What follows belongs to an exercise in optimizing a design on an open flow for small area; a production flow would make more cautious choices. Where RTL was checked, it was by simulation tests only, not by an equivalence proof against the original. For run 3, only the layout was checked, not whether the RTL still works. Power is estimated from default activity; no workload was simulated.

==> flow/design.v <==
`timescale 1 ns / 1 ns
module alu_avr (
   input  wire [7:0] alu_data_r_in,
   input  wire [7:0] alu_data_d_in,
   input  wire       alu_c_flag_in,
   input  wire       alu_z_flag_in,
   input  wire       idc_add,
   input  wire       idc_adc,
   input  wire       idc_adiw,
   input  wire       idc_sub,
   input  wire       idc_subi,
   input  wire       idc_sbc,
   input  wire       idc_sbci,
   input  wire       idc_sbiw,
   input  wire       adiw_st,
   input  wire       sbiw_st,
   input  wire       idc_and,
   input  wire       idc_andi,
   input  wire       idc_or,
   input  wire       idc_ori,
   input  wire       idc_eor,
   input  wire       idc_com,
   input  wire       idc_neg,
   input  wire       idc_inc,
   input  wire       idc_dec,
   input  wire       idc_cp,
   input  wire       idc_cpc,
   input  wire       idc_cpi,
   input  wire       idc_cpse,
   input  wire       idc_lsr,
   input  wire       idc_ror,
   input  wire       idc_asr,
   input  wire       idc_swap,
   output wire [7:0] alu_data_out,
   output wire       alu_c_flag_out,
   output wire       alu_z_flag_out,
   output wire       alu_n_flag_out,
   output wire       alu_v_flag_out,
   output wire       alu_s_flag_out,
   output wire       alu_h_flag_out
);
   wire [7:0] x = alu_data_d_in;
   wire [7:0] y = alu_data_r_in;
   wire op_subr  = idc_sub | idc_subi | idc_sbc | idc_sbci | idc_sbiw | sbiw_st |
                   idc_cp | idc_cpc | idc_cpi | idc_cpse;
   wire op_hflag = idc_add | idc_adc | idc_sub | idc_subi | idc_sbc | idc_sbci |
                   idc_cp | idc_cpc | idc_cpi | idc_neg;
   wire op_vflag = idc_add | idc_adc | idc_sub | idc_subi | idc_sbc | idc_sbci |
                   adiw_st | sbiw_st | idc_cp | idc_cpi | idc_cpc |
                   idc_neg | idc_inc | idc_dec;
   wire op_cflag = idc_add | idc_adc | idc_adiw | adiw_st | idc_sub | idc_subi |
                   idc_sbc | idc_sbci | idc_sbiw | sbiw_st | idc_cp | idc_cpc |
                   idc_cpi | idc_neg;
   wire op_adder = op_cflag | idc_cpse | idc_inc | idc_dec | idc_com;
   wire op_cin   = idc_adc | adiw_st | idc_sbc | idc_sbci | sbiw_st | idc_cpc;
   wire op_zkeep = adiw_st | sbiw_st | idc_cpc | idc_sbc | idc_sbci;
   wire op_shift = idc_lsr | idc_ror | idc_asr;
   wire op_and   = idc_and | idc_andi;
   wire op_or    = idc_or | idc_ori;
   wire inv_a  = idc_neg | idc_com;             
   wire inv_b  = op_subr | idc_dec;             
   wire borrow = op_subr | idc_neg;             
   wire ci     = ((alu_c_flag_in & op_cin) ^ op_subr) | idc_neg | idc_inc;
   wire [7:0] a   = x ^ {8{inv_a}};
   wire [7:0] b   = y ^ {8{inv_b}};
   wire [7:0] gen, prp, c;                       
   alu_pg  u_pg  (.a(a), .b(b), .g(gen), .p(prp));
   alu_cla u_cla (.g(gen), .p(prp), .ci(ci), .c(c));
   wire [7:0] sum = prp ^ {c[6:0], ci};
   wire       v_add = (a[7] ~^ b[7]) & (sum[7] ^ a[7]);
   wire [7:0] shr = {(idc_ror & alu_c_flag_in) | (idc_asr & x[7]), x[7:1]};
   wire [7:0] res = (sum & {8{op_adder}}) |
                    (gen & {8{op_and}}) |
                    ((gen | prp) & {8{op_or}}) |
                    (prp & {8{idc_eor}}) |
                    (shr & {8{op_shift}}) |
                    ({x[3:0], x[7:4]} & {8{idc_swap}});
   wire zero = ~(|res);
   assign alu_data_out   = res;
   assign alu_n_flag_out = res[7];
   assign alu_z_flag_out = zero & (~op_zkeep | alu_z_flag_in);
   assign alu_h_flag_out = (c[3] ^ borrow) & op_hflag;
   assign alu_c_flag_out = ((c[7] ^ borrow) & op_cflag) | (x[0] & op_shift) | idc_com;
   assign alu_v_flag_out = (v_add & op_vflag) | ((res[7] ^ x[0]) & op_shift);
   assign alu_s_flag_out = alu_n_flag_out ^ alu_v_flag_out;
endmodule  
module alu_pg (
   input  wire [7:0] a,
   input  wire [7:0] b,
   output wire [7:0] g,
   output wire [7:0] p
);
   assign g = a & b;
   assign p = a ^ b;
endmodule  
module alu_cla (
   input  wire [7:0] g,
   input  wire [7:0] p,
   input  wire       ci,
   output wire [7:0] c
);
   wire [7:0] g0 = {g[7:1], g[0] | (p[0] & ci)};
   wire [7:0] g1 = g0 | ({p[7:1], 1'b0} & {g0[6:0], 1'b0});
   wire [7:0] p1 = {p[7:1] & p[6:0], p[0]};
   wire [7:0] g2 = g1 | ({p1[7:2], 2'b0} & {g1[5:0], 2'b0});
   wire [7:0] p2 = {p1[7:2] & p1[5:0], p1[1:0]};
   assign c = g2 | ({p2[7:4], 4'b0} & {g2[3:0], 4'b0});
endmodule  
`timescale 1 ns / 1 ns
module reg_file (
   input  wire       cp2,
   input  wire       cp2en,
   input  wire       ireset,
   input  wire [7:0] reg_rd_in,
   input  wire [4:0] reg_rd_adr,
   input  wire       reg_rd_wr,
   output wire [7:0] reg_rd_out,
   input  wire [4:0] reg_rr_adr,
   input  wire       rr_en,
   output wire [7:0] reg_rr_out
);
   reg  [255:0] gprf;
   reg  [31:0]  valid;
   wire [31:0]  we, rd_sel, rr_sel;
   wire [3:0] rd_lo, rd_lo_n, rr_lo;
   wire [7:0] rd_hi, wr_hi_n, rr_hi;
   rf_pre2    rd_pre_lo  (.a(reg_rd_adr[1:0]), .y(rd_lo));
   rf_pre2_n  rd_pre_lon (.a(reg_rd_adr[1:0]), .y_n(rd_lo_n));
   rf_pre3    rd_pre_hi  (.a(reg_rd_adr[4:2]), .y(rd_hi));
   rf_pre3e_n wr_pre_hin (.a(reg_rd_adr[4:2]), .en(cp2en & reg_rd_wr), .y_n(wr_hi_n));
   rf_pre2    rr_pre_lo  (.a(reg_rr_adr[1:0]), .y(rr_lo));
   rf_pre3e   rr_pre_hi  (.a(reg_rr_adr[4:2]), .en(rr_en), .y(rr_hi));
   rf_rd_mux  rd_mux (.data(gprf), .sel(rd_sel), .q(reg_rd_out));
   rf_rd_mux  rr_mux (.data(gprf), .sel(rr_sel), .q(reg_rr_out));
   genvar g;
   generate
      for (g = 0; g < 32; g = g + 1) begin : gpr
         rf_nor2 we_g (.a(rd_lo_n[g % 4]), .b(wr_hi_n[g / 4]), .y(we[g]));
         rf_and3 rd_g (.a(rd_lo[g % 4]), .b(rd_hi[g / 4]), .c(valid[g]), .y(rd_sel[g]));
         rf_and3 rr_g (.a(rr_lo[g % 4]), .b(rr_hi[g / 4]), .c(valid[g]), .y(rr_sel[g]));
         always @(posedge cp2 or negedge ireset)
            if (!ireset)
               valid[g] <= 1'b0;
            else if (we[g])
               valid[g] <= 1'b1;
         always @(posedge cp2)
            if (we[g])
               gprf[g*8 +: 8] <= reg_rd_in;
      end
   endgenerate
endmodule  
module rf_pre2 (input wire [1:0] a, output wire [3:0] y);
   assign y = {a[1] & a[0], a[1] & ~a[0], ~a[1] & a[0], ~a[1] & ~a[0]};
endmodule
module rf_pre2_n (input wire [1:0] a, output wire [3:0] y_n);
   assign y_n = ~{a[1] & a[0], a[1] & ~a[0], ~a[1] & a[0], ~a[1] & ~a[0]};
endmodule
module rf_pre3 (input wire [2:0] a, output wire [7:0] y);
   genvar k;
   generate
      for (k = 0; k < 8; k = k + 1) begin : d
         assign y[k] = (a == k);
      end
   endgenerate
endmodule
module rf_pre3e (input wire [2:0] a, input wire en, output wire [7:0] y);
   genvar k;
   generate
      for (k = 0; k < 8; k = k + 1) begin : d
         assign y[k] = en & (a == k);
      end
   endgenerate
endmodule
module rf_pre3e_n (input wire [2:0] a, input wire en, output wire [7:0] y_n);
   genvar k;
   generate
      for (k = 0; k < 8; k = k + 1) begin : d
         assign y_n[k] = ~(en & (a == k));
      end
   endgenerate
endmodule
module rf_rd_mux (
   input  wire [255:0] data,
   input  wire [31:0]  sel,
   output wire [7:0]   q
);
   genvar b, k;
   generate
      for (b = 0; b < 8; b = b + 1) begin : bit_
         wire [10:0] t;
         wire [2:0]  p;
         for (k = 0; k < 10; k = k + 1) begin : ao3
            rf_a222oi u (.a1(data[(3*k)*8+b]),   .a2(sel[3*k]),
                         .b1(data[(3*k+1)*8+b]), .b2(sel[3*k+1]),
                         .c1(data[(3*k+2)*8+b]), .c2(sel[3*k+2]), .y(t[k]));
         end
         rf_a22oi  u30 (.a1(data[30*8+b]), .a2(sel[30]), .b1(data[31*8+b]), .b2(sel[31]), .y(t[10]));
         rf_nand4  n0  (.a(t[0]), .b(t[1]), .c(t[2]), .d(t[3]), .y(p[0]));
         rf_nand4  n1  (.a(t[4]), .b(t[5]), .c(t[6]), .d(t[7]), .y(p[1]));
         rf_nand3  n2  (.a(t[8]), .b(t[9]), .c(t[10]), .y(p[2]));
         rf_or3    o   (.a(p[0]), .b(p[1]), .c(p[2]), .y(q[b]));
      end
   endgenerate
endmodule  
module rf_a222oi (input wire a1, a2, b1, b2, c1, c2, output wire y);
   assign y = ~((a1 & a2) | (b1 & b2) | (c1 & c2));
endmodule
module rf_a22oi (input wire a1, a2, b1, b2, output wire y);
   assign y = ~((a1 & a2) | (b1 & b2));
endmodule
module rf_nand4 (input wire a, b, c, d, output wire y);
   assign y = ~(a & b & c & d);
endmodule
module rf_nand3 (input wire a, b, c, output wire y);
   assign y = ~(a & b & c);
endmodule
module rf_or3 (input wire a, b, c, output wire y);
   assign y = a | b | c;
endmodule
module rf_and3 (input wire a, b, c, output wire y);
   assign y = a & b & c;
endmodule
module rf_nor2 (input wire a, b, output wire y);
   assign y = ~(a | b);
endmodule
`timescale 1 ns / 1 ns
module io_reg_file (
   input  wire       cp2,
   input  wire       cp2en,
   input  wire       ireset,
   input  wire [7:0] sreg_fl_in,
   input  wire [7:0] sreg_fl_wr_en,
   output reg  [7:0] sreg_out
);
   genvar g;
   generate
      for (g = 0; g < 8; g = g + 1) begin : fl
         always @(posedge cp2 or negedge ireset)
            if (!ireset)
               sreg_out[g] <= 1'b0;
            else if (cp2en && sreg_fl_wr_en[g])
               sreg_out[g] <= sreg_fl_in[g];
      end
   endgenerate
endmodule  
`timescale 1 ns / 1 ns
module AluREG (
   input  wire       cp2,
   input  wire       cp2en,
   input  wire       ireset,
   input  wire [4:0] reg_rd_adr,
   input  wire [4:0] reg_rr_adr,
   input  wire       reg_rd_wr,
   input  wire [7:0] sreg_fl_wr_en,
   input  wire       idc_add,
   input  wire       idc_adc,
   input  wire       idc_adiw,
   input  wire       idc_sub,
   input  wire       idc_subi,
   input  wire       idc_sbc,
   input  wire       idc_sbci,
   input  wire       idc_sbiw,
   input  wire       adiw_st,
   input  wire       sbiw_st,
   input  wire       idc_and,
   input  wire       idc_andi,
   input  wire       idc_or,
   input  wire       idc_ori,
   input  wire       idc_eor,
   input  wire       idc_com,
   input  wire       idc_neg,
   input  wire       idc_inc,
   input  wire       idc_dec,
   input  wire       idc_cp,
   input  wire       idc_cpc,
   input  wire       idc_cpi,
   input  wire       idc_cpse,
   input  wire       idc_lsr,
   input  wire       idc_ror,
   input  wire       idc_asr,
   input  wire       idc_swap,
   input  wire       mc,
   input  wire       mz,
   output wire [7:0] alu_data_out,
   output wire [7:0] sreg_out
);
   wire [7:0] reg_rd_out;
   wire [7:0] reg_rr_out;
   wire       alu_c_flag_out;
   wire       alu_z_flag_out;
   wire       alu_n_flag_out;
   wire       alu_v_flag_out;
   wire       alu_s_flag_out;
   wire       alu_h_flag_out;
   wire       rr_en = ~(idc_neg | idc_com | idc_inc | idc_dec);
   reg_file GPRF_Inst (
      .cp2        (cp2),
      .cp2en      (cp2en),
      .ireset     (ireset),
      .reg_rd_in  (alu_data_out),
      .reg_rd_adr (reg_rd_adr),
      .reg_rd_wr  (reg_rd_wr),
      .reg_rd_out (reg_rd_out),
      .reg_rr_adr (reg_rr_adr),
      .rr_en      (rr_en),
      .reg_rr_out (reg_rr_out));
   io_reg_file IORegs_Inst (
      .cp2           (cp2),
      .cp2en         (cp2en),
      .ireset        (ireset),
      .sreg_fl_in    ({mz, mc, alu_h_flag_out, alu_s_flag_out, alu_v_flag_out,
                       alu_n_flag_out, alu_z_flag_out, alu_c_flag_out}),
      .sreg_fl_wr_en (sreg_fl_wr_en),
      .sreg_out      (sreg_out));
   alu_avr ALU_Inst (
      .alu_data_r_in  (reg_rr_out),
      .alu_data_d_in  (reg_rd_out),
      .alu_c_flag_in  (sreg_out[0]),
      .alu_z_flag_in  (sreg_out[1]),
      .idc_add        (idc_add),
      .idc_adc        (idc_adc),
      .idc_adiw       (idc_adiw),
      .idc_sub        (idc_sub),
      .idc_subi       (idc_subi),
      .idc_sbc        (idc_sbc),
      .idc_sbci       (idc_sbci),
      .idc_sbiw       (idc_sbiw),
      .adiw_st        (adiw_st),
      .sbiw_st        (sbiw_st),
      .idc_and        (idc_and),
      .idc_andi       (idc_andi),
      .idc_or         (idc_or),
      .idc_ori        (idc_ori),
      .idc_eor        (idc_eor),
      .idc_com        (idc_com),
      .idc_neg        (idc_neg),
      .idc_inc        (idc_inc),
      .idc_dec        (idc_dec),
      .idc_cp         (idc_cp),
      .idc_cpc        (idc_cpc),
      .idc_cpi        (idc_cpi),
      .idc_cpse       (idc_cpse),
      .idc_lsr        (idc_lsr),
      .idc_ror        (idc_ror),
      .idc_asr        (idc_asr),
      .idc_swap       (idc_swap),
      .alu_data_out   (alu_data_out),
      .alu_c_flag_out (alu_c_flag_out),
      .alu_z_flag_out (alu_z_flag_out),
      .alu_n_flag_out (alu_n_flag_out),
      .alu_v_flag_out (alu_v_flag_out),
      .alu_s_flag_out (alu_s_flag_out),
      .alu_h_flag_out (alu_h_flag_out));
endmodule  
==> flow/config.mk <==
export PLATFORM = sky130hd
export DESIGN_NAME = AluREG
export DESIGN_NICKNAME = AluREG
export VERILOG_FILES = /design/flow/design.v
export SDC_FILE = /design/flow/constraint.sdc
export NUM_CORES = 4
export LEC_CHECK = 0
export CAP_MARGIN = 20
export CORE_MARGIN = 2
export CORE_UTILIZATION = 50
export CTS_BUF_LIST = sky130_fd_sc_hd__clkbuf_16
export CTS_CLUSTER_DIAMETER = 80
export CTS_CLUSTER_SIZE = 20
export SETUP_SLACK_MARGIN = 0.1
export SLEW_MARGIN = 20
export SYNTH_HIERARCHICAL = 1
==> flow/constraint.sdc <==
create_clock -name core_clock -period 7.2 [get_ports {cp2}]
set_input_delay 1.4400 -clock core_clock [delete_from_list [all_inputs] [get_ports {cp2}]]
set_output_delay 1.4400 -clock core_clock [all_outputs]
set_load 0.01 [all_outputs]
==> flow/standard.sh <==
#!/bin/bash
# synth_recipe.tcl (not shown) runs the flow's synth.tcl, then flattens the netlist and writes it again
# the make line also repeats each setting of config.mk as NAME=value (left out here)
make -C /OpenROAD-flow-scripts/flow DESIGN_CONFIG=/design/flow/config.mk WORK_HOME=/design/flow/orfs CLKGATE_MAP_FILE= SYNTH_SCRIPT=/design/flow/synth_recipe.tcl "${@:-finish}"
==> flow/flow/run.sh <==
#!/bin/bash
# Standard ORFS layout (standard.sh) with two changes:
#  - ports are buffered with buf_2 instead of the default delay-cell buffer;
#  - clock tree synthesis without dummy loads.
# make's full output goes to run_make.log in the work folder; ORFS writes each
# step's log under orfs/logs/.
set -euo pipefail
bash standard.sh \
  "BUFFER_PORTS_ARGS=-buffer_cell sky130_fd_sc_hd__buf_2" \
  "CTS_ARGS=-sink_clustering_enable -repair_clock_nets -dont_use_dummy_load -sink_clustering_size 20 -sink_clustering_max_diameter 80 -buf_list sky130_fd_sc_hd__clkbuf_16" \
  finish > run_make.log 2>&1
==> flow_metrics.tcl, run 1 <==
set metrics [dict create \
    synth.mux.area_fraction_pct 1.07 \
    syn_area_sq_um 13200 \
    regToRegEndpoint "IORegs_Inst.sreg_out[1]" \
    slew_viol_final 0 \
    p_per_area_nw_per_um2 235 \
    fin_crit_ps 7070 \
    drtAntennaViolNets 0 \
    synth_simple_gate_area_share_pct 13.7 \
    synth-main-ff-cell "edfxtp_1" \
    fmax_mhz 141 \
    fin_crit_sh_pct 98.2 \
    drtIter0Drc 2480 \
    p_leak_uw 0.00511 \
    peakVddDrop_v 0.000189 \
    fillCellCount 2108 \
    vias 10161 \
    die_h_um 166 \
    die_x_um 166 \
    grt_pass1_vias 9519 \
    path_clk_slew_ps 80 \
    synth-async-reset-ratio_pct 13.5 \
    core_area_sq_um 26000 \
    drive_above_1_share_pct 20.4 \
    fin_worst_skew_ps 42.6 \
    dieArea_sq_um 27700 \
    cts_buffers 19 \
    p_total_uw 3480 \
    seq_area_sq_um 8690 \
    clockBufferDepth 3 \
    synth_edf_count 256 \
    antenna_found_initial 1 \
    insertion_delay_ps 540 \
    endpoint_kind "primary output" \
    synthAdderAreaFrac_pct 0.759 \
    slew_headroom_pct 23.3 \
    setup_viol 0 \
    synth-xor-area-share_pct 1.52 \
    cp-endpoint "alu_data_out[5]" \
    synth_compound_area_share_pct 16.7 \
    worstPathArrival_ps 5630 \
    place_hpwl_um 31700 \
    ios 67 \
    ys_seq_area_share_pct 65.8 \
    cts.sinks 296 \
    ys_seq_elements 296 \
    grt_max_degree 41 \
    drv_cap 0 \
    critPathKind "input port to primary output" \
    path_max_fanout 8 \
    cts_hold_buf 0 \
    grt-ovfl-total 0 \
    diodes 0 \
    synthCells 873 \
    status "no timing/DRC/antenna violations" \
    rsz0062_at_grt "yes" \
    critPathLaunchType "input port" \
    routabilityCongestion 0.989 \
    cts-root-buf "clkbuf_16" \
    drc 0 \
    yosysWarnings 8 \
    r2r_start "GPRF_Inst.valid[9]" \
    routedWlPerCell_um 33.4 \
    timing.final.hold_violations 0 \
    multi_input_area_sq_um 4540 \
    area_growth_pct 12.1 \
    required_ps 5760 \
    yosysUniqueCellTypes 70 \
    via_per_inst 7.65 \
    grt_pass1_wl_um 63900 \
    postLayoutCellArea_sq_um 14800 \
    avgSynthCellArea_sq_um 15.1 \
    crit_start "idc_neg" \
    drt-total-wl_um 44300 \
    r2r_slack_ps 2010 \
    nets 1055 \
    fin_setup_tns_ps 0 \
    grt_usage_pct 31.0 \
    worst_slew_pin_slew_ps 1150 \
    synth_nets 932 \
    place_area_sq_um 14200 \
    io_buffers 66 \
    synth_top_family_by_area "compound AO/OA/AOI/OAI gates" \
    drt_first_pass_iters 14 \
    final_common_cell "edfxtp_1" \
    min_path_type "flop to flop" \
    final_cell_mix "edfxtp_1 (256), a222oi_1 (163), buf_2 (65)" \
    htree_levels 1 \
    rr_worst_depth 16 \
    cts_tree "built" \
    start_util_pct 50.8 \
    row_count 59 \
]
per-module statistics from Yosys (local to each module, per instance), excerpt:
| module | cells inside | copies in the design |
|---|---|---|
| reg_file | 321 | 1 |
| AluREG | 1 | 1 |
| rf_and3 | 1 | 64 |
| rf_nand3 | 1 | 16 |
| rf_nor2 | 1 | 32 |
| rf_pre3e | 8 | 1 |
| io_reg_file | 25 | 1 |
| rf_a222oi | 1 | 160 |
per-stage QoR:
stage,std cells,hold slack [ps],worst slack (ps),util [%]
after floorplan,873,442,111,-
after global placement,1304,458,85.2,54.6
after detailed placement,1304,461,34.8,54.6
after CTS,1323,481,104,56.5
after global routing,1329,502,95.5,56.9
final,1329,481,132,56.9
kinds of logic after synthesis:
kind of cell	Yosys count
compound gates	231
flops	296
mux	10
simple gates	296
xor+xnor	22
fa+ha+maj	8
buf+inv	10
worst min-delay path by stage:
stage          cells past startpoint             endpoint           startpoint  slack (ps)
6_report                           1  GPRF_Inst.valid[28]  GPRF_Inst.valid[28]         480
5_1_grt                            1  GPRF_Inst.valid[13]  GPRF_Inst.valid[13]         500
4_1_cts                            1  GPRF_Inst.valid[28]  GPRF_Inst.valid[28]         480
3_3_place_gp                       1   GPRF_Inst.valid[3]   GPRF_Inst.valid[3]         460
2_1_floorplan                      1   GPRF_Inst.valid[0]   GPRF_Inst.valid[0]         440
3_5_place_dp                       1  GPRF_Inst.valid[28]  GPRF_Inst.valid[28]         460
worst max-delay path: stages:
cell and delay (ps):
buf_2 150, nor4_2 60, buf_4 170, and4bb_2 280, and3_2 260, a222oi_1 530
nand4_1 320, or3_1 430, xor2_1 170, ha_1 370, a21oi_2 210, nand2_1 120
a21o_1 200, a31o_2 260, xnor2_1 150, o21bai_2 300, buf_2 190
metal layers:
metal,wire [um],up-vias,GRT usage (%)
met5,0,-,0
met4,1330,0,8.36
met3,5260,96,4.56
li1,-,4155,-
met2,20500,825,49.5
met1,17300,5085,45.1
synth_stat cells, types with 5 or more instances:
| cell | number | area [sq um] |
|---|---|---|
| a21o_1 | 5 | 37.5 |
| a21oi_1 | 8 | 40.0 |
| a222oi_1 | 163 | 1630 |
| a22oi_1 | 6 | 45.0 |
| a22oi_2 | 16 | 200 |
| and3_1 | 64 | 400 |
| dfrtp_1 | 40 | 1000 |
| edfxtp_1 | 256 | 7690 |
| ha_1 | 8 | 100 |
| mux2_4 | 8 | 120 |
| nand2_1 | 17 | 63.8 |
| nand3_1 | 21 | 105 |
| nand4_1 | 36 | 225 |
| nor2_1 | 44 | 165 |
| nor2b_1 | 6 | 37.5 |
| o211ai_1 | 5 | 37.5 |
| o21ai_0 | 8 | 40.0 |
| or2_1 | 33 | 206 |
| or3_1 | 20 | 125 |
| xnor2_1 | 11 | 96.3 |
| xor2_1 | 10 | 87.6 |
cell type report:
type | count | area share [%]
Tap cell | 335 | 2.83
Inverter | 3 | 0.0761
Clock buffer | 19 | 3.21
Timing Repair Buffer | 109 | 4.43
Sequential cell | 296 | 58.7
Multi-Input combinational cell | 567 | 30.7
registers in the layout (all words and copies together), names as in the netlist:
name and cells:
IORegs_Inst.sreg_out 8, GPRF_Inst.gprf 256, GPRF_Inst.valid 32
timing repair:
action,in CTS,in global routing
buffers inserted,0,6
endpoints found under the setup margin,2,4
pin swaps,2,17
gates cloned,0,0
gates resized for setup,3,19
power by group:
group	internal (uW)	leakage (uW)	total [uW]	switching (uW)
clock network	469	0.000234	1020	546
logic	166	0.00216	468	301
registers	1960	0.00271	2000	36.8
total	2600	0.00511	3480	885
==> run 2, diff against run 1 <==
--- a/flow/design.v
+++ b/flow/design.v
@@ -122,19 +122,20 @@
    reg  [255:0] gprf;
    reg  [31:0]  valid;
-   wire [31:0]  we, rd_sel, rr_sel;
-   wire [3:0] rd_lo, rd_lo_n, rr_lo;
-   wire [7:0] rd_hi, wr_hi_n, rr_hi;
+   wire [31:0]  we_n, rd_sel, rr_sel;
+   wire [3:0] rd_lo, rr_lo;
+   wire [7:0] rd_hi, wr_hi, rr_hi;
    rf_pre2    rd_pre_lo  (.a(reg_rd_adr[1:0]), .y(rd_lo));
-   rf_pre2_n  rd_pre_lon (.a(reg_rd_adr[1:0]), .y_n(rd_lo_n));
    rf_pre3    rd_pre_hi  (.a(reg_rd_adr[4:2]), .y(rd_hi));
-   rf_pre3e_n wr_pre_hin (.a(reg_rd_adr[4:2]), .en(cp2en & reg_rd_wr), .y_n(wr_hi_n));
+   rf_pre3e   wr_pre_hi  (.a(reg_rd_adr[4:2]), .en(cp2en & reg_rd_wr), .y(wr_hi));
    rf_pre2    rr_pre_lo  (.a(reg_rr_adr[1:0]), .y(rr_lo));
    rf_pre3e   rr_pre_hi  (.a(reg_rr_adr[4:2]), .en(rr_en), .y(rr_hi));
    rf_rd_mux  rd_mux (.data(gprf), .sel(rd_sel), .q(reg_rd_out));
    rf_rd_mux  rr_mux (.data(gprf), .sel(rr_sel), .q(reg_rr_out));
-   genvar g;
+   wire [255:0] gprf_d;
+   wire [7:0]   din_n = ~reg_rd_in;
+   genvar g, b;
    generate
       for (g = 0; g < 32; g = g + 1) begin : gpr
-         rf_nor2 we_g (.a(rd_lo_n[g % 4]), .b(wr_hi_n[g / 4]), .y(we[g]));
+         rf_nand2 we_g (.a(rd_lo[g % 4]), .b(wr_hi[g / 4]), .y(we_n[g]));
          rf_and3 rd_g (.a(rd_lo[g % 4]), .b(rd_hi[g / 4]), .c(valid[g]), .y(rd_sel[g]));
          rf_and3 rr_g (.a(rr_lo[g % 4]), .b(rr_hi[g / 4]), .c(valid[g]), .y(rr_sel[g]));
@@ -142,9 +143,13 @@
             if (!ireset)
                valid[g] <= 1'b0;
-            else if (we[g])
+            else if (!we_n[g])
                valid[g] <= 1'b1;
+         for (b = 0; b < 8; b = b + 1) begin : bit_
+            wire hold_n;
+            rf_nand2 h_g (.a(gprf[g*8+b]), .b(we_n[g]), .y(hold_n));
+            rf_o21ai d_g (.a1(we_n[g]), .a2(din_n[b]), .b1(hold_n), .y(gprf_d[g*8+b]));
+         end
          always @(posedge cp2)
-            if (we[g])
-               gprf[g*8 +: 8] <= reg_rd_in;
+            gprf[g*8 +: 8] <= gprf_d[g*8 +: 8];
       end
    endgenerate
@@ -153,7 +158,4 @@
    assign y = {a[1] & a[0], a[1] & ~a[0], ~a[1] & a[0], ~a[1] & ~a[0]};
 endmodule
-module rf_pre2_n (input wire [1:0] a, output wire [3:0] y_n);
-   assign y_n = ~{a[1] & a[0], a[1] & ~a[0], ~a[1] & a[0], ~a[1] & ~a[0]};
-endmodule
 module rf_pre3 (input wire [2:0] a, output wire [7:0] y);
    genvar k;
@@ -172,12 +174,4 @@
    endgenerate
 endmodule
-module rf_pre3e_n (input wire [2:0] a, input wire en, output wire [7:0] y_n);
-   genvar k;
-   generate
-      for (k = 0; k < 8; k = k + 1) begin : d
-         assign y_n[k] = ~(en & (a == k));
-      end
-   endgenerate
-endmodule
 module rf_rd_mux (
    input  wire [255:0] data,
@@ -221,6 +215,9 @@
    assign y = a & b & c;
 endmodule
-module rf_nor2 (input wire a, b, output wire y);
-   assign y = ~(a | b);
+module rf_o21ai (input wire a1, a2, b1, output wire y);
+   assign y = ~((a1 | a2) & b1);
+endmodule
+module rf_nand2 (input wire a, b, output wire y);
+   assign y = ~(a & b);
 endmodule
 `timescale 1 ns / 1 ns
==> run 2 against run 1 <==
- combinational power increased by 55%
- utilization increased by 0.11 points
- synthesized cell count increased by 59%
- via count increased by 21%
- die area decreased by 2.2%
- clock-buffer cell count unchanged
- critical endpoint is now alu_data_out[7]
- largest power group unchanged
- highest routed layer is now met5
==> flow_metrics.tcl, run 2 <==
set metrics [dict create \
    p_sw_share_pct 32.0 \
    drtAntennaViolNets 0 \
    antenna_found_initial 1 \
    core_area_sq_um 25300 \
    worstHoldStart "GPRF_Inst.gprf[206]" \
    seq_power_share_pct 57.2 \
    cts_tree "built" \
    row_count 58 \
    routabilityCongestion 0.984 \
    peakVddDrop_v 0.000245 \
    clock_power_share_pct 24.9 \
    via_per_inst 6.69 \
    timing.final.hold_violations 0 \
    largest_reg_flops 256 \
    synthCells 1389 \
    grt_pass1_wl_um 68100 \
    worst_slew_pin_slew_ps 1220 \
    final_common_cell "nand2_1" \
    start_util_pct 51.1 \
    insertion_delay_ps 540 \
    drive_above_1_share_pct 12.6 \
    synth.top_cells.by_area "dfxtp_1 (40%), a222oi_1 (13%), o21ai_1 (9.9%)" \
    drv_cap 0 \
    top_regs "GPRF_Inst.gprf: 256 flops, GPRF_Inst.valid: 32 flops, IORegs_Inst.sreg_out: 8 flops" \
    slew_headroom_pct 18.5 \
    yosysWarnings 8 \
    min_path_type "flop to flop" \
    place_hpwl_um 32200 \
    ios 67 \
    final_cell_mix "nand2_1 (304), dfxtp_1 (256), o21ai_1 (256)" \
    setup_slack_ps 218 \
    synth_nets 1448 \
    cts.sinks 296 \
    final_cell_count_no_fill 1831 \
    timing.hold.ws_ps 475 \
    path_cells "buf_2, and2_2, and3_1, a222oi_1, nand4_1, or3_1, xnor2_1, ha_1, and4_1, a211oi_2, nand2b_2, a21o_2, xor2_2, a21oi_2, inv_1, buf_2" \
    regToRegEndpoint "IORegs_Inst.sreg_out[1]" \
    p_sw_uw 1310 \
    cp.depth 16 \
    endpoint_kind "primary output" \
    synth-main-ff-cell "dfxtp_1" \
    io_buffers 66 \
    worstPathArrival_ps 5540 \
    area_growth_pct 11.6 \
    synth-async-reset-ratio_pct 13.5 \
    crit_start "reg_rd_adr[0]" \
    fin_crit_ps 6980 \
    drt_first_pass_iters 14 \
    placed_cells 1811 \
    rsz0062_at_grt "no" \
    fin_worst_skew_ps 55.3 \
    path_max_fanout 16 \
    grt_pass1_vias 11137 \
    critPathBufInv 3 \
    grt_max_degree 41 \
    grt_usage_pct 33.0 \
    cp_common_cell "buf_2" \
    r2r_start "GPRF_Inst.valid[9]" \
    cp-endpoint "alu_data_out[7]" \
    slew_viol_final 0 \
    htree_levels 1 \
    comb_power_share_pct 17.8 \
    fin_crit_sh_pct 97.0 \
    drtIter0Drc 1846 \
    die_x_um 165 \
    syn_area_sq_um 12900 \
    crit_family "simple AND/OR/NAND/NOR gates" \
    synth_common_cells "nand2_1 (304), dfxtp_1 (256), o21ai_1 (256)" \
    fillCellCount 2369 \
    drt-total-wl_um 45400 \
    post-place-ws_ps 261 \
    fmax_mhz 143 \
    power.internal_uw 2770 \
    yosysMostFrequentCell "nand2_1" \
    r2r_slack_ps 2240 \
    routedWlPerCell_um 24.8 \
    nets 1562 \
    p_leak_uw 0.00612 \
    ys_seq_area_share_pct 47.5 \
    path_clk_slew_ps 80 \
    drc 0 \
    critPathSlowestCell "a222oi_1" \
    regMostFlops "GPRF_Inst.gprf" \
    critPathLaunchType "input port" \
    required_ps 5760 \
    yosysTopAreaCell "dfxtp_1" \
    dieArea_sq_um 27100 \
    cts-root-buf "clkbuf_16" \
    ys_seq_elements 296 \
    diodes 0 \
    yosysTopAreaCellShare_pct 39.7 \
    yosysUniqueCellTypes 68 \
    grt-ovfl-total 0 \
    critPathKind "input port to primary output" \
    cts_buffers 19 \
    avgSynthCellArea_sq_um 9.29 \
    clockBufferDepth 3 \
    p_per_area_nw_per_um2 283 \
    setup_viol 0 \
    rr_worst_depth 16 \
    synth_edf_count 0 \
    die_h_um 165 \
    status "no timing/DRC/antenna violations" \
    max_stage_delay_ps 600 \
    vias 12257 \
]
-- run 2: changes by cell type in the layout (fill, tap and decap cells not counted), moves of 9 or more --
| cell | change |
|---|---|
| nor2_1 | -32 |
| buf_4 | -13 |
| edfxtp_1 | -256 |
| dfxtp_1 | +256 |
| nand2_1 | +287 |
| inv_1 | +9 |
| or2_1 | -33 |
| o21ai_1 | +256 |
| nand2b_1 | +30 |
-- run 2: how the worst min path moves through the flow --
stage,to,slack [ps],cells after the start
after floorplan,GPRF_Inst.valid[0],440,1
after detailed placement,GPRF_Inst.valid[7],460,1
final,GPRF_Inst.gprf[206],480,2
after global placement,GPRF_Inst.gprf[206],460,2
after CTS,GPRF_Inst.gprf[206],480,2
after global routing,GPRF_Inst.gprf[206],490,2
-- run 2: cell families (layout without fill, tap and decap cells) --
logic type,Yosys count,after routing,share of synthesized area [%]
compound gates,487,487,27.0
simple gates,548,548,21.4
xor+xnor,22,22,1.55
mux,10,10,1.10
flops,296,296,47.5
buf+inv,18,130,0.669
fa+ha+maj,8,8,0.776
-- run 2: per-stage QoR --
step	area (sq um)	power [uW]	TNS, ps	util, %
finish	14400	4080	0	57.0
floorplan	12900	2710	0	-
global route	14400	4270	0	57.0
detailed placement	13900	3060	0	55.0
CTS	14400	4070	0	56.9
global placement	13900	3040	-254	54.9
-- run 2: power by group through the flow --
stage	logic, uW	clock network [uW]	registers, uW
3_5_place_dp	713	0	2350
6_report	726	1020	2330
4_1_cts	714	1030	2320
5_1_grt	811	1090	2370
3_3_place_gp	689	0	2360
2_1_floorplan	472	0	2240
-- run 2: Yosys stat by module, one instance, submodules excluded, excerpt --
| module | cell area (sq um) | flops+latches | cells inside |
|---|---|---|---|
| AluREG | 12.5 | 0 | 1 |
| alu_avr | 893 | 0 | 130 |
| alu_cla | 119 | 0 | 16 |
| io_reg_file | 362 | 8 | 25 |
| rf_a222oi | 10.0 | 0 | 1 |
| rf_and3 | 6.26 | 0 | 1 |
| rf_nand2 | 3.75 | 0 | 1 |
| rf_nand3 | 5.00 | 0 | 1 |
| rf_nand4 | 6.26 | 0 | 1 |
| rf_o21ai | 5.00 | 0 | 1 |
| rf_pre2 | 26.3 | 0 | 4 |
| rf_pre3 | 65.1 | 0 | 8 |
| rf_pre3e | 96.3 | 0 | 8 |
-- run 2: tightest hold or removal path: stages (launching register included) --
cell and delay (ps):
dfxtp_1 330, nand2_1 60, o21ai_1 50
-- run 2: repair_timing --
action	CTS	global route
setup buffers	0	1
endpoints found under the hold margin	0	0
setup endpoints to repair	0	2
gates resized for setup	0	7
hold buffers	0	0
-- run 2: final cells by class --
type                    count  area (sq um)  area share, %
clock buffers              19           475           3.30
inverters                  11          41.3          0.287
multi-input cells        1075          6720           46.7
flip-flops and latches    296          6130           42.5
well taps                 330           413           2.87
repair buffers            100           626           4.34
-- run 2: layer usage --
layer	GRT usage (%)	part of all wire [%]	vias up
li1	-	-	5720
met5	0	0.018	-
met1	48.1	45	5725
met4	11.5	3.8	2
met3	6.55	10	101
met2	48.7	41	709
==> run 3, diff against run 2 <==
--- a/flow/design.v
+++ b/flow/design.v
@@ -230,12 +230,17 @@
    output reg  [7:0] sreg_out
 );
+   wire [7:0] fl_n = ~sreg_fl_in;
+   wire [7:0] en_n, hold_n, d;
    genvar g;
    generate
       for (g = 0; g < 8; g = g + 1) begin : fl
+         rf_nand2 en_g (.a(cp2en), .b(sreg_fl_wr_en[g]), .y(en_n[g]));
+         rf_nand2 h_g  (.a(sreg_out[g]), .b(en_n[g]), .y(hold_n[g]));
+         rf_o21ai d_g  (.a1(en_n[g]), .a2(fl_n[g]), .b1(hold_n[g]), .y(d[g]));
          always @(posedge cp2 or negedge ireset)
             if (!ireset)
                sreg_out[g] <= 1'b0;
-            else if (cp2en && sreg_fl_wr_en[g])
-               sreg_out[g] <= sreg_fl_in[g];
+            else
+               sreg_out[g] <= d[g];
       end
    endgenerate
==> flow/flow/run.sh (replaced) <==
#!/bin/bash
# Standard ORFS layout (standard.sh) with two changes:
#  - ports are buffered with buf_1 instead of the default delay-cell buffer;
#  - clock tree synthesis without dummy loads.
# make's full output goes to run_make.log in the work folder; ORFS writes each
# step's log under orfs/logs/.
set -euo pipefail
bash standard.sh \
  "BUFFER_PORTS_ARGS=-buffer_cell sky130_fd_sc_hd__buf_1" \
  "CTS_ARGS=-sink_clustering_enable -repair_clock_nets -dont_use_dummy_load -sink_clustering_size 30 -sink_clustering_max_diameter 120 -buf_list sky130_fd_sc_hd__clkbuf_16" \
  finish > run_make.log 2>&1
--- a/flow/config.mk
+++ b/flow/config.mk
@@ -8,5 +8,5 @@
 export CAP_MARGIN = 20
 export CORE_MARGIN = 2
-export CORE_UTILIZATION = 50
+export CORE_UTILIZATION = 45
 export CTS_BUF_LIST = sky130_fd_sc_hd__clkbuf_16
 export CTS_CLUSTER_DIAMETER = 80
==> run 3 against run 2 <==
- critical endpoint unchanged
- cell area down 0.75%
- utilization down 6.0 points
- largest power group unchanged
- first-iteration DRC count up 21%
- total power down 4.5%
- global-route usage down 2.9 points
==> flow_metrics.tcl, run 3 <==
set metrics [dict create \
    synth-main-ff-cell "dfxtp_1" \
    synth_nets 1463 \
    top_regs "GPRF_Inst.gprf: 256 flops, GPRF_Inst.valid: 32 flops, IORegs_Inst.sreg_out: 8 flops" \
    diodes 0 \
    die_x_um 173 \
    syn_area_sq_um 12900 \
    critPathLaunchType "input port" \
    antenna_found_initial 1 \
    rsz0062_at_grt "no" \
    fmax_mhz 144 \
    synth-xor-area-share_pct 1.56 \
    cts_hold_buf 0 \
    insertion_delay_ps 530 \
    grt_usage_pct 30.1 \
    grt_pass1_vias 11379 \
    core_area_sq_um 28000 \
    yosysTopAreaCellShare_pct 39.8 \
    min_path_type "flop to flop" \
    row_count 61 \
    synth_compound_area_share_pct 27.4 \
    die_h_um 173 \
    routedWlPerCell_um 24.5 \
    post-route-util_pct 51.0 \
    synth_simple_gate_area_share_pct 21.7 \
    drt-total-wl_um 46600 \
    setup_slack_ps 236 \
    path_max_fanout 11 \
    setup_viol 0 \
    routabilityCongestion 0.928 \
    drt_first_pass_iters 12 \
    required_ps 5760 \
    drtAntennaViolNets 0 \
    drc 0 \
    final_common_cell "nand2_1" \
    yosysMostFrequentCell "nand2_1" \
    yosysTopAreaCell "dfxtp_1" \
    synth_top_family_by_area "compound AO/OA/AOI/OAI gates" \
    synth.mux.area_fraction_pct 0.165 \
    cts-root-buf "clkbuf_16" \
    synth.top_cells.by_area "dfxtp_1 (40%), a222oi_1 (13%), o21ai_1 (10%)" \
    synth_edf_count 0 \
    drv_cap 0 \
    postLayoutCellArea_sq_um 14300 \
    vias 12393 \
    p_leak_uw 0.00595 \
    area_growth_pct 11.1 \
    start_util_pct 46.0 \
    fin_crit_ps 6960 \
    cts_tree "built" \
    ys_seq_elements 296 \
    clockBufferDepth 3 \
    worst_slew_pin_slew_ps 943 \
    via_per_inst 6.53 \
    grt_pass1_wl_um 70100 \
    place_hpwl_um 34200 \
    place_area_sq_um 13900 \
    final_cell_mix "nand2_1 (312), o21ai_1 (265), dfxtp_1 (256)" \
    timing.final.hold_violations 0 \
    slew_headroom_pct 37.0 \
    status "no timing/DRC/antenna violations" \
    drtIter0Drc 2239 \
    fin_worst_skew_ps 59.0 \
    yosysUniqueCellTypes 67 \
    synthAdderAreaFrac_pct 0.778 \
    worstPathArrival_ps 5520 \
    endpoint_kind "primary output" \
    p_per_area_nw_per_um2 272 \
    ys_seq_area_share_pct 47.6 \
    post-place-ws_ps -1.81 \
    synth-async-reset-ratio_pct 13.5 \
    peakVddDrop_v 0.000225 \
    dieArea_sq_um 30000 \
    nets 1582 \
    synth_common_cells "nand2_1 (312), o21ai_1 (264), dfxtp_1 (256)" \
    p_total_uw 3890 \
    critPathKind "input port to primary output" \
    path_clk_slew_ps 100 \
    grt_max_degree 41 \
    avgSynthCellArea_sq_um 9.17 \
    synthCells 1404 \
    cts_buffers 13 \
    cts.sinks 296 \
    regMostFlops "GPRF_Inst.gprf" \
    htree_levels 1 \
    slew_viol_final 0 \
    fin_crit_sh_pct 96.7 \
    io_buffers 66 \
    grt-ovfl-total 0 \
    drive_above_1_share_pct 8.09 \
    yosysWarnings 8 \
    ios 67 \
    largest_reg_flops 256 \
]
[run 3: changes by cell type in the layout (fill, tap and decap cells not counted), sizes merged]
cell	change
clkbuf	-2
inv	+8
nand2	+8
mux2	-8
o21ai	+8
buf	+6
[run 3: cells by family after synthesis]
group	after synthesis
buf+inv	25
flops	296
xor+xnor	22
compound gates	495
simple gates	556
mux	2
fa+ha+maj	8
[run 3: final timing paths]
path                       cells after the start                      end                start  slack [ps]
setup reg to reg                              17  IORegs_Inst.sreg_out[1]  GPRF_Inst.valid[20]        2580
setup / recovery                              17          alu_data_out[7]        reg_rd_adr[4]         240
max in group asynchronous                      2      GPRF_Inst.valid[12]               ireset        5760
min in group asynchronous                      2  IORegs_Inst.sreg_out[4]               ireset        1000
hold / removal                                 2      GPRF_Inst.gprf[161]  GPRF_Inst.gprf[161]         480
hold reg to reg                                2      GPRF_Inst.gprf[161]  GPRF_Inst.gprf[161]         480
[run 3: cell type report]
class                   count  area [sq um]
well taps                 378           473
clock buffers              13           325
inverters                  19          71.3
flip-flops and latches    296          6130
fillers                  2749         13700
repair buffers            110           636
multi-input cells        1083          6670
[run 3: power by group]
| group | internal [uW] | switching (uW) |
|---|---|---|
| sequential | 2000 | 339 |
| combinational | 296 | 423 |
| clock | 329 | 506 |
[run 3: per-module statistics from Yosys, one instance, submodules excluded, a selection]
module       cell area (sq um)  copies in the design  cells inside  flops+latches
io_reg_file                230                     1            16              8
rf_pre3e                  96.3                     2             8              0
rf_nand3                  5.00                    16             1              0
alu_cla                    119                     1            16              0
reg_file                  6160                     1           329            288
rf_a222oi                 10.0                   160             1              0
rf_or3                    6.26                    16             1              0
rf_pre2                   26.3                     2             4              0
[run 3: metal layers]
| metal | track usage (%) | vias to the layer above | wire, um |
|---|---|---|---|
| li1 | - | 5779 | - |
| met1 | 43.9 | 5831 | 20800 |
| met2 | 44.7 | 688 | 19600 |
| met3 | 4.16 | 93 | 4360 |
| met4 | 12.4 | 2 | 1830 |
| met5 | 0 | - | 12 |
[run 3: worst max-delay path, stage by stage]
cell and delay, ps:
clkbuf_2 230, buf_4 230, and3b_2 230, and3_1 260, a222oi_1 450, nand4_1 260, or3_4 470, xnor2_1 140
ha_1 370, a21o_1 220, a211oi_2 250, nand2b_2 120, a21o_2 250, xor2_1 230, a21oi_2 100, inv_1 110
buf_1 160
[run 3: timing repair]
item | CTS | global route
pin swaps | 0 | 6
setup buffers | 0 | 2
gates resized for setup | 1 | 11
setup endpoints to repair | 2 | 5
[run 3: stage by stage]
step                setup TNS (ps)  instances  hold WS [ps]
global placement                 0       1884           458
detailed placement           -1.81       1884           464
global route                     0       1899           497
finish                           0       1899           483
CTS                              0       1897           484
floorplan                        0       1404           443
==> run 4, diff against run 3 <==
--- a/flow/design.v
+++ b/flow/design.v
@@ -42,36 +42,27 @@
    wire [7:0] x = alu_data_d_in;
    wire [7:0] y = alu_data_r_in;
-   wire op_subr  = idc_sub | idc_subi | idc_sbc | idc_sbci | idc_sbiw | sbiw_st |
-                   idc_cp | idc_cpc | idc_cpi | idc_cpse;
-   wire op_hflag = idc_add | idc_adc | idc_sub | idc_subi | idc_sbc | idc_sbci |
-                   idc_cp | idc_cpc | idc_cpi | idc_neg;
-   wire op_vflag = idc_add | idc_adc | idc_sub | idc_subi | idc_sbc | idc_sbci |
-                   adiw_st | sbiw_st | idc_cp | idc_cpi | idc_cpc |
-                   idc_neg | idc_inc | idc_dec;
-   wire op_cflag = idc_add | idc_adc | idc_adiw | adiw_st | idc_sub | idc_subi |
-                   idc_sbc | idc_sbci | idc_sbiw | sbiw_st | idc_cp | idc_cpc |
-                   idc_cpi | idc_neg;
-   wire op_adder = op_cflag | idc_cpse | idc_inc | idc_dec | idc_com;
-   wire op_cin   = idc_adc | adiw_st | idc_sbc | idc_sbci | sbiw_st | idc_cpc;
-   wire op_zkeep = adiw_st | sbiw_st | idc_cpc | idc_sbc | idc_sbci;
-   wire op_shift = idc_lsr | idc_ror | idc_asr;
-   wire op_and   = idc_and | idc_andi;
-   wire op_or    = idc_or | idc_ori;
-   wire inv_a  = idc_neg | idc_com;             
-   wire inv_b  = op_subr | idc_dec;             
-   wire borrow = op_subr | idc_neg;             
-   wire ci     = ((alu_c_flag_in & op_cin) ^ op_subr) | idc_neg | idc_inc;
-   wire [7:0] a   = x ^ {8{inv_a}};
+   wire op_subr, op_hflag, op_vflag, op_cflag, op_arith, op_logic, op_cin, op_zkeep;
+   wire op_shift, op_and, op_andor, inv_b, borrow, ci_set;
+   alu_dec u_dec (
+      .idc_add (idc_add),  .idc_adc (idc_adc),  .idc_adiw (idc_adiw), .idc_sub (idc_sub),
+      .idc_subi(idc_subi), .idc_sbc (idc_sbc),  .idc_sbci (idc_sbci), .idc_sbiw(idc_sbiw),
+      .adiw_st (adiw_st),  .sbiw_st (sbiw_st),  .idc_and  (idc_and),  .idc_andi(idc_andi),
+      .idc_or  (idc_or),   .idc_ori (idc_ori),  .idc_eor  (idc_eor),  .idc_com (idc_com),
+      .idc_neg (idc_neg),  .idc_inc (idc_inc),  .idc_dec  (idc_dec),  .idc_cp  (idc_cp),
+      .idc_cpc (idc_cpc),  .idc_cpi (idc_cpi),  .idc_cpse (idc_cpse), .idc_lsr (idc_lsr),
+      .idc_ror (idc_ror),  .idc_asr (idc_asr),
+      .op_subr (op_subr),  .op_hflag(op_hflag), .op_vflag (op_vflag), .op_cflag(op_cflag),
+      .op_arith(op_arith), .op_logic(op_logic), .op_cin   (op_cin),   .op_zkeep(op_zkeep),
+      .op_shift(op_shift), .op_and  (op_and),   .op_andor (op_andor), .inv_b   (inv_b),
+      .borrow  (borrow),   .ci_set  (ci_set));
+   wire ci     = ((alu_c_flag_in & op_cin) ^ op_subr) | ci_set;
    wire [7:0] b   = y ^ {8{inv_b}};
    wire [7:0] gen, prp, c;                       
-   alu_pg  u_pg  (.a(a), .b(b), .g(gen), .p(prp));
+   alu_pg  u_pg  (.a(x), .b(b), .kill(idc_neg), .g(gen), .p(prp));
    alu_cla u_cla (.g(gen), .p(prp), .ci(ci), .c(c));
-   wire [7:0] sum = prp ^ {c[6:0], ci};
-   wire       v_add = (a[7] ~^ b[7]) & (sum[7] ^ a[7]);
+   wire [7:0] m   = ({c[6:0], ci} & {8{op_arith}}) | (gen & {8{op_andor}}) | (prp & {8{op_and}});
+   wire [7:0] sum = (prp ^ m) & {8{op_arith | op_logic}};
    wire [7:0] shr = {(idc_ror & alu_c_flag_in) | (idc_asr & x[7]), x[7:1]};
-   wire [7:0] res = (sum & {8{op_adder}}) |
-                    (gen & {8{op_and}}) |
-                    ((gen | prp) & {8{op_or}}) |
-                    (prp & {8{idc_eor}}) |
+   wire [7:0] res = sum |
                     (shr & {8{op_shift}}) |
                     ({x[3:0], x[7:4]} & {8{idc_swap}});
@@ -82,14 +73,44 @@
    assign alu_h_flag_out = (c[3] ^ borrow) & op_hflag;
    assign alu_c_flag_out = ((c[7] ^ borrow) & op_cflag) | (x[0] & op_shift) | idc_com;
-   assign alu_v_flag_out = (v_add & op_vflag) | ((res[7] ^ x[0]) & op_shift);
+   assign alu_v_flag_out = ((c[6] ^ c[7]) & op_vflag) | ((res[7] ^ x[0]) & op_shift);
    assign alu_s_flag_out = alu_n_flag_out ^ alu_v_flag_out;
 endmodule  
+module alu_dec (
+   input  wire idc_add, idc_adc, idc_adiw, idc_sub, idc_subi, idc_sbc, idc_sbci, idc_sbiw,
+   input  wire adiw_st, sbiw_st, idc_and, idc_andi, idc_or, idc_ori, idc_eor, idc_com,
+   input  wire idc_neg, idc_inc, idc_dec, idc_cp, idc_cpc, idc_cpi, idc_cpse, idc_lsr,
+   input  wire idc_ror, idc_asr,
+   output wire op_subr, op_hflag, op_vflag, op_cflag, op_arith, op_logic, op_cin, op_zkeep,
+   output wire op_shift, op_and, op_andor, inv_b, borrow, ci_set
+);
+   assign op_subr  = idc_sub | idc_subi | idc_sbc | idc_sbci | idc_sbiw | sbiw_st |
+                     idc_cp | idc_cpc | idc_cpi | idc_cpse;
+   assign op_hflag = idc_add | idc_adc | idc_sub | idc_subi | idc_sbc | idc_sbci |
+                     idc_cp | idc_cpc | idc_cpi | idc_neg;
+   assign op_vflag = idc_add | idc_adc | idc_sub | idc_subi | idc_sbc | idc_sbci |
+                     adiw_st | sbiw_st | idc_cp | idc_cpi | idc_cpc |
+                     idc_neg | idc_inc | idc_dec;
+   assign op_cflag = idc_add | idc_adc | idc_adiw | adiw_st | idc_sub | idc_subi |
+                     idc_sbc | idc_sbci | idc_sbiw | sbiw_st | idc_cp | idc_cpc |
+                     idc_cpi | idc_neg;
+   assign op_arith = op_cflag | idc_cpse | idc_inc | idc_dec;
+   assign op_logic = idc_and | idc_andi | idc_or | idc_ori | idc_eor | idc_com;
+   assign op_cin   = idc_adc | adiw_st | idc_sbc | idc_sbci | sbiw_st | idc_cpc;
+   assign op_zkeep = adiw_st | sbiw_st | idc_cpc | idc_sbc | idc_sbci;
+   assign op_shift = idc_lsr | idc_ror | idc_asr;
+   assign op_and   = idc_and | idc_andi;
+   assign op_andor = idc_and | idc_andi | idc_or | idc_ori;
+   assign inv_b    = op_subr | idc_dec | idc_neg | idc_com;    
+   assign borrow   = op_subr | idc_neg;                        
+   assign ci_set   = idc_inc | idc_neg;
+endmodule  
 module alu_pg (
    input  wire [7:0] a,
    input  wire [7:0] b,
+   input  wire       kill,
    output wire [7:0] g,
    output wire [7:0] p
 );
-   assign g = a & b;
+   assign g = a & b & {8{~kill}};
    assign p = a ^ b;
 endmodule  
@@ -127,7 +148,7 @@
    rf_pre2    rd_pre_lo  (.a(reg_rd_adr[1:0]), .y(rd_lo));
    rf_pre3    rd_pre_hi  (.a(reg_rd_adr[4:2]), .y(rd_hi));
-   rf_pre3e   wr_pre_hi  (.a(reg_rd_adr[4:2]), .en(cp2en & reg_rd_wr), .y(wr_hi));
-   rf_pre2    rr_pre_lo  (.a(reg_rr_adr[1:0]), .y(rr_lo));
-   rf_pre3e   rr_pre_hi  (.a(reg_rr_adr[4:2]), .en(rr_en), .y(rr_hi));
+   wire       wr = cp2en & reg_rd_wr;
+   rf_pre2e   rr_pre_lo  (.a(reg_rr_adr[1:0]), .en(rr_en), .y(rr_lo));
+   rf_pre3    rr_pre_hi  (.a(reg_rr_adr[4:2]), .y(rr_hi));
    rf_rd_mux  rd_mux (.data(gprf), .sel(rd_sel), .q(reg_rd_out));
    rf_rd_mux  rr_mux (.data(gprf), .sel(rr_sel), .q(reg_rr_out));
@@ -136,4 +157,7 @@
    genvar g, b;
    generate
+      for (g = 0; g < 8; g = g + 1) begin : wrh
+         rf_and2 wh_g (.a(rd_hi[g]), .b(wr), .y(wr_hi[g]));
+      end
       for (g = 0; g < 32; g = g + 1) begin : gpr
          rf_nand2 we_g (.a(rd_lo[g % 4]), .b(wr_hi[g / 4]), .y(we_n[g]));
@@ -158,4 +182,7 @@
    assign y = {a[1] & a[0], a[1] & ~a[0], ~a[1] & a[0], ~a[1] & ~a[0]};
 endmodule
+module rf_pre2e (input wire [1:0] a, input wire en, output wire [3:0] y);
+   assign y = {4{en}} & {a[1] & a[0], a[1] & ~a[0], ~a[1] & a[0], ~a[1] & ~a[0]};
+endmodule
 module rf_pre3 (input wire [2:0] a, output wire [7:0] y);
    genvar k;
@@ -166,12 +193,4 @@
    endgenerate
 endmodule
-module rf_pre3e (input wire [2:0] a, input wire en, output wire [7:0] y);
-   genvar k;
-   generate
-      for (k = 0; k < 8; k = k + 1) begin : d
-         assign y[k] = en & (a == k);
-      end
-   endgenerate
-endmodule
 module rf_rd_mux (
    input  wire [255:0] data,
@@ -218,4 +237,7 @@
    assign y = ~((a1 | a2) & b1);
 endmodule
+module rf_and2 (input wire a, b, output wire y);
+   assign y = a & b;
+endmodule
 module rf_nand2 (input wire a, b, output wire y);
    assign y = ~(a & b);
--- a/flow/flow/run.sh
+++ b/flow/flow/run.sh
@@ -8,4 +8,4 @@
 bash standard.sh \
   "BUFFER_PORTS_ARGS=-buffer_cell sky130_fd_sc_hd__buf_1" \
-  "CTS_ARGS=-sink_clustering_enable -repair_clock_nets -dont_use_dummy_load -sink_clustering_size 30 -sink_clustering_max_diameter 120 -buf_list sky130_fd_sc_hd__clkbuf_16" \
+  "CTS_ARGS=-sink_clustering_enable -repair_clock_nets -dont_use_dummy_load -sink_clustering_size 25 -sink_clustering_max_diameter 100 -buf_list sky130_fd_sc_hd__clkbuf_16" \
   finish > run_make.log 2>&1
--- a/flow/config.mk
+++ b/flow/config.mk
@@ -9,8 +9,6 @@
 export CORE_MARGIN = 2
 export CORE_UTILIZATION = 45
-export CTS_BUF_LIST = sky130_fd_sc_hd__clkbuf_16
-export CTS_CLUSTER_DIAMETER = 80
-export CTS_CLUSTER_SIZE = 20
-export SETUP_SLACK_MARGIN = 0.1
+export GPL_TIMING_DRIVEN = 0
+export SETUP_SLACK_MARGIN = 0.05
 export SLEW_MARGIN = 20
 export SYNTH_HIERARCHICAL = 1
==> run 4 against run 3 <==
- cell area decreased by 1.2%
- non-clock buffer count decreased by 22
- worst hold slack got worse by 7.2 ps
- clock skew decreased by 26 ps
- critical endpoint is now alu_data_out[5]
- clock power increased by about 10%
- sequential share of layout area increased by 0.54 points
- die area decreased by 1.2%
- largest power group unchanged
- largest cell class unchanged
- critical path depth decreased by 1
- sequential cell count unchanged
- clock-buffer cell count increased by 3
- total power decreased by 25%
- first-iteration DRC count decreased by 16%
==> flow_metrics.tcl, run 4 <==
set metrics [dict create \
    status "no timing/DRC/antenna violations" \
    required_ps 5760 \
    io_buffers 65 \
    peakVddDrop_v 0.000157 \
    synth-main-ff-cell "dfxtp_1" \
    dieArea_sq_um 29600 \
    p_per_area_nw_per_um2 207 \
    insertion_delay_ps 510 \
    yosysTopAreaCellShare_pct 40.3 \
    final_cell_mix "nand2_1 (317), o21ai_1 (264), dfxtp_1 (256)" \
    slew_viol_final 0 \
    min_path_type "flop to flop" \
    grt_pass1_wl_um 63700 \
    path_max_fanout 8 \
    final_common_cell "nand2_1" \
    drt_first_pass_iters 9 \
    critPathSlowestCell "or3_1" \
    post-place-ws_ps -674 \
    cts_buffers 16 \
    cts.sinks 296 \
    drv_cap 0 \
    rsz0062_at_grt "yes" \
    drtIter0Drc 1889 \
    drive_above_1_share_pct 7.79 \
    setup_viol 0 \
    ys_seq_elements 296 \
    synthCells 1393 \
    via_per_inst 6.39 \
    clockBufferDepth 3 \
    top_regs "GPRF_Inst.gprf: 256 flops, GPRF_Inst.valid: 32 flops, IORegs_Inst.sreg_out: 8 flops" \
    grt_pass1_vias 10743 \
    endpoint_kind "primary output" \
    regMostFlops "GPRF_Inst.gprf" \
    worst_slew_pin_slew_ps 836 \
    fin_crit_ps 7080 \
    avgSynthCellArea_sq_um 9.12 \
    ys_seq_area_share_pct 48.2 \
    die_h_um 172 \
    setup_slack_ps 118 \
    ios 67 \
    path_cells "buf_1, and3b_2, and3_1, a222oi_1, nand4_1, or3_1, xor2_1, ha_1, a21oi_2, nand2_1, a21o_1, a31o_2, a21o_1, a2bb2oi_1, o221ai_1, buf_1" \
    antenna_found_initial 5 \
    critPathLaunchType "input port" \
    multi_input_area_sq_um 6560 \
    max_stage_delay_ps 460 \
    cts_hold_buf 0 \
    fin_worst_skew_ps 32.5 \
    yosysUniqueCellTypes 60 \
    postLayoutCellArea_sq_um 14100 \
    htree_levels 1 \
    timing.hold.ws_ps 476 \
    area_growth_pct 11.1 \
    nets 1551 \
    start_util_pct 45.8 \
    slew_headroom_pct 44.0 \
    drt-total-wl_um 42400 \
    largest_reg_flops 256 \
    routedWlPerCell_um 22.6 \
    drtAntennaViolNets 0 \
    fillCellCount 2762 \
    p_leak_uw 0.00499 \
    fin_crit_sh_pct 98.4 \
    place_area_sq_um 13500 \
    core_area_sq_um 27800 \
    fmax_mhz 141 \
    die_x_um 172 \
    syn_area_sq_um 12700 \
    cts-root-buf "clkbuf_16" \
    worstPathArrival_ps 5640 \
    vias 11966 \
    routabilityCongestion 0.939 \
    seq_area_sq_um 6130 \
    p_total_uw 2920 \
    synth_common_cells "nand2_1 (317), o21ai_1 (264), dfxtp_1 (256)" \
    grt_max_degree 33 \
    grt-ovfl-total 0 \
    synth_nets 1452 \
    synth.top_cells.by_area "dfxtp_1 (40%), a222oi_1 (13%), o21ai_1 (10%)" \
    r2r_slack_ps 2160 \
    synth_edf_count 0 \
    path_clk_slew_ps 70 \
    row_count 61 \
    post-route-util_pct 50.8 \
    yosysMostFrequentCell "nand2_1" \
    synth-async-reset-ratio_pct 13.5 \
    drc 0 \
    timing.final.hold_violations 0 \
    yosysTopAreaCell "dfxtp_1" \
    place_hpwl_um 29500 \
    cts_tree "built" \
    grt_usage_pct 28.1 \
    critPathKind "input port to primary output" \
    yosysWarnings 8 \
]
==> run 4: cell count changes after synthesis, moves of 4 or more <==
cell	change
nor2_1	-6
nand2_1	+5
a21oi_1	-5
o211ai_1	-4
and4bb_2	-6
and2_1	+10
mux2i_1	+5
o21ai_0	-6
and4b_2	-6
xnor2_1	-10
==> run 4: worst max-delay path: cells and delay by family <==
family / cells / cell delay [ps]
compound gates: 7 / 1670
xor+xnor: 1 / 150
fa+ha+maj: 1 / 360
buf+inv: 2 / 400
simple gates: 5 / 1600
==> run 4: cells by family (layout without fill, tap and decap cells) <==
family                     count (synthesis)  after routing  share of synthesized area, %
buffers and inverters                     29            126                         0.906
and+or+nand+nor                          560            560                          21.6
AOI/OAI and AO/OA                        481            481                          27.2
other                                      0              6                             0
DFF                                      296            296                          48.2
xor gates and xnor gates                  12             12                         0.827
adders and majority gates                  8              8                         0.788
muxes                                      7              7                         0.561
==> run 4: area by class of cell <==
type	instances	area share [%]
multi-input combinational	1068	46.5
sequential	296	43.4
timing repair buffer	82	3.09
clock buffer	16	2.84
antenna	6	0.106
inverter	22	0.585
tap	378	3.35
buffer	6	0.177
==> run 4: what timing repair did <==
item / CTS / global route
cloned: 0 / 0
gates resized for setup: 25 / 24
buffers inserted: 8 / 8
setup endpoints to repair: 7 / 6
pin swaps: 22 / 22
==> run 4: final timing paths <==
path,startpoint,depth (start not counted),endpoint
setup / recovery,reg_rr_adr[0],16,alu_data_out[5]
hold reg to reg,GPRF_Inst.gprf[190],2,GPRF_Inst.gprf[190]
setup reg to reg,GPRF_Inst.valid[11],18,IORegs_Inst.sreg_out[1]
max in group asynchronous,ireset,2,GPRF_Inst.valid[12]
min in group asynchronous,ireset,1,IORegs_Inst.sreg_out[0]
hold / removal,GPRF_Inst.gprf[190],2,GPRF_Inst.gprf[190]
==> run 4: metrics by stage <==
step / std cells / TNS (ps)
after CTS: 1861 / 0
after floorplan: 1393 / 0
after detailed placement: 1837 / -2760
after global placement: 1836 / -25610
final: 1874 / 0
after global routing: 1869 / 0
==> run 4: power by group <==
part           internal (uW)  switching, uW
sequential              1720           57.6
clock                    400            519
combinational           83.5            144
==> run 4: layer usage <==
metal  up-vias  wire length, um  GRT usage (%)
li1       5661                -              -
met1      5634            19100           40.2
met5         -               11              0
met2       594            18000           43.3
met4         2             1410           9.21
met3        75             3840           4.76
==> run 4: modules after synthesis (local to each module, per instance), a selection <==
module,cells inside,area [sq um],copies in the design
reg_file,329,6160,1
alu_avr,85,604,1
io_reg_file,16,230,1
alu_pg,16,150,1
alu_dec,26,144,1
alu_cla,16,119,1
rf_pre3,8,65.1,2
AluREG,1,12.5,1
rf_a22oi,1,12.5,16
rf_a222oi,1,10.0,160
rf_and2,1,6.26,8
rf_nand4,1,6.26,32
rf_and3,1,6.26,64
rf_o21ai,1,5.00,264
rf_nand3,1,5.00,16
==> run 5, diff against run 4 <==
==> flow/flow/run.sh (replaced) <==
#!/bin/bash
# Standard ORFS layout (standard.sh) with two changes:
#  - ports are buffered with buf_2 instead of the default delay-cell buffer;
#  - clock tree synthesis without dummy loads.
# make's full output goes to run_make.log in the work folder; ORFS writes each
# step's log under orfs/logs/.
set -euo pipefail
bash standard.sh \
  "BUFFER_PORTS_ARGS=-buffer_cell sky130_fd_sc_hd__buf_2" \
  "CTS_ARGS=-sink_clustering_enable -repair_clock_nets -dont_use_dummy_load -sink_clustering_size 25 -sink_clustering_max_diameter 100 -buf_list sky130_fd_sc_hd__clkbuf_16" \
  finish > run_make.log 2>&1
==> run 5 against run 4 <==
- still clean
- global-route usage hardly changed
- total power is 0.34% higher
- routed wire length is 0.23% lower
- combinational power is 3% higher
- sequential share of layout area is 0.17 points lower
- utilization is 0.20 points higher
- worst hold slack better by 2.1 ps
- sequential power hardly changed
- sequential cell count stayed put
- critical path type unchanged
- critical endpoint is now alu_data_out[6]
- largest cell class unchanged
- largest power group unchanged
- highest routed layer unchanged
==> flow_metrics.tcl, run 5 <==
set metrics [dict create \
    p_sw_uw 726 \
    clock_power_share_pct 31.5 \
    routabilityCongestion 0.935 \
    drt_first_pass_iters 10 \
    nets 1551 \
    ys_seq_area_share_pct 48.2 \
    vias 11945 \
    yosysMostFrequentCell "nand2_1" \
    comb_power_share_pct 8.0 \
    critPathLaunchType "input port" \
    drt-total-wl_um 42300 \
    row_count 61 \
    power.internal_uw 2210 \
    synth_edf_count 0 \
    yosysUniqueCellTypes 60 \
    required_ps 5760 \
    clockBufferDepth 3 \
    synthCells 1393 \
    slew_viol_final 0 \
    syn_area_sq_um 12700 \
    antenna_found_initial 1 \
    p_per_area_nw_per_um2 207 \
    htree_levels 1 \
    regMostFlops "GPRF_Inst.gprf" \
    status "no timing/DRC/antenna violations" \
    path_clk_slew_ps 90 \
    grt-ovfl-total 0 \
    io_buffers 65 \
    r2r_slack_ps 2070 \
    routedWlPerCell_um 22.7 \
    synth_common_cells "nand2_1 (317), o21ai_1 (264), dfxtp_1 (256)" \
    synth_nets 1452 \
    cts-root-buf "clkbuf_16" \
    peakVddDrop_v 0.000152 \
    drc 0 \
    cts.sinks 296 \
    largest_reg_flops 256 \
    critPathKind "input port to primary output" \
    timing.hold.ws_ps 478 \
    fin_crit_ps 7090 \
    crit_start "idc_neg" \
    synth.mux.area_fraction_pct 0.561 \
    core_area_sq_um 27800 \
    cts_buffers 16 \
    setup_viol 0 \
    area_growth_pct 11.5 \
    worstPathArrival_ps 5650 \
    drv_cap 0 \
    path_cells "buf_12, nor4_4, and3b_2, and3_4, a222oi_1, nand4_1, or3_1, xor2_1, ha_2, nor2b_2, a21o_1, a211oi_2, nand2b_4, a22oi_1, mux2i_1, a222oi_1, inv_1, buf_2" \
]
[run 5: cell counts after synthesis]
Identical to the previous run, type by type.
[run 5: tightest hold or removal path, delay by kind of cell, from the launching register on]
family | cells | cell delay [ps]
compound gates | 1 | 50
flops | 1 | 330
simple gates | 1 | 60
[run 5: final cells by class]
class	instances	area [sq um]
fillers	2729	13600
multi-input cells	1068	6560
flip-flops and latches	296	6130
repair buffers	82	508
well taps	378	473
clock buffers	16	400
inverters	22	82.6
plain buffers	6	25.0
[run 5: metrics by stage]
stage | TNS [ps] | worst slack [ps] | std cells | cell area (sq um) | power [uW]
after floorplan | 0 | 988 | 1393 | 12700 | 1930
after detailed placement | -578 | -349 | 1838 | 13500 | 2040
after global placement | -3600 | -311 | 1836 | 13500 | 2030
after global routing | 0 | 14.9 | 1868 | 14200 | 3040
final | 0 | 108 | 1868 | 14200 | 2930
after CTS | 0 | 59.4 | 1862 | 14100 | 2950
[run 5: power by group through the flow]
stage	Combinational, uW	Clock, uW	Sequential [uW]
after floorplan	133	0	1800
after global placement	219	0	1810
after detailed placement	228	0	1810
after CTS	231	947	1770
after global routing	261	996	1790
final	234	923	1780
[run 5: per-module statistics from Yosys, one instance, submodules excluded, excerpt]
module	flops+latches	cell area [sq um]	cells inside
rf_and2	0	6.26	1
rf_a222oi	0	10.0	1
rf_and3	0	6.26	1
rf_nand4	0	6.26	1
rf_o21ai	0	5.00	1
io_reg_file	8	230	16
alu_dec	0	144	26
rf_nand3	0	5.00	1
alu_cla	0	119	16
[run 5: layer usage]
layer  GRT usage (%)  up-vias  part of all wire (%)
li1                -     5659                     -
met4            8.26        2                   3.1
met5               0        -                 0.028
met3            5.70       65                    10
met2            42.4      605                    42
met1            40.7     5614                    45
[run 5: cell families after synthesis]
family	count (synthesis)
AO/OA/AOI/OAI	481
XOR/XNOR	12
adder cells (fa/ha/maj)	8
buffers and inverters	29
flip-flops	296
multiplexers	7
AND/OR/NAND/NOR	560
[run 5: timing repair]
item | 4_1_cts | 5_1_grt
pin swaps | 15 | 28
hold buffers | 0 | 0
gates resized for setup | 16 | 21
endpoints found under the setup margin | 5 | 6
buffers inserted | 8 | 7
[run 5: path summary, 6_finish.rpt]
kind	endpoint	cells after the start
setup / recovery	alu_data_out[6]	18
hold / removal	GPRF_Inst.gprf[37]	2
setup reg to reg	IORegs_Inst.sreg_out[1]	17
hold reg to reg	GPRF_Inst.gprf[37]	2
max in group asynchronous	IORegs_Inst.sreg_out[5]	1
min in group asynchronous	GPRF_Inst.valid[21]	1

Re-timed with assumed drivers on the ports (clkbuf_16 on the clock, buf_2 on other inputs), run 5 has 0.042 ns of setup slack against 0.108 ns with ideal ports, and 0.042 ns once port delays also move by the mid clock arrival of 0.554 ns.
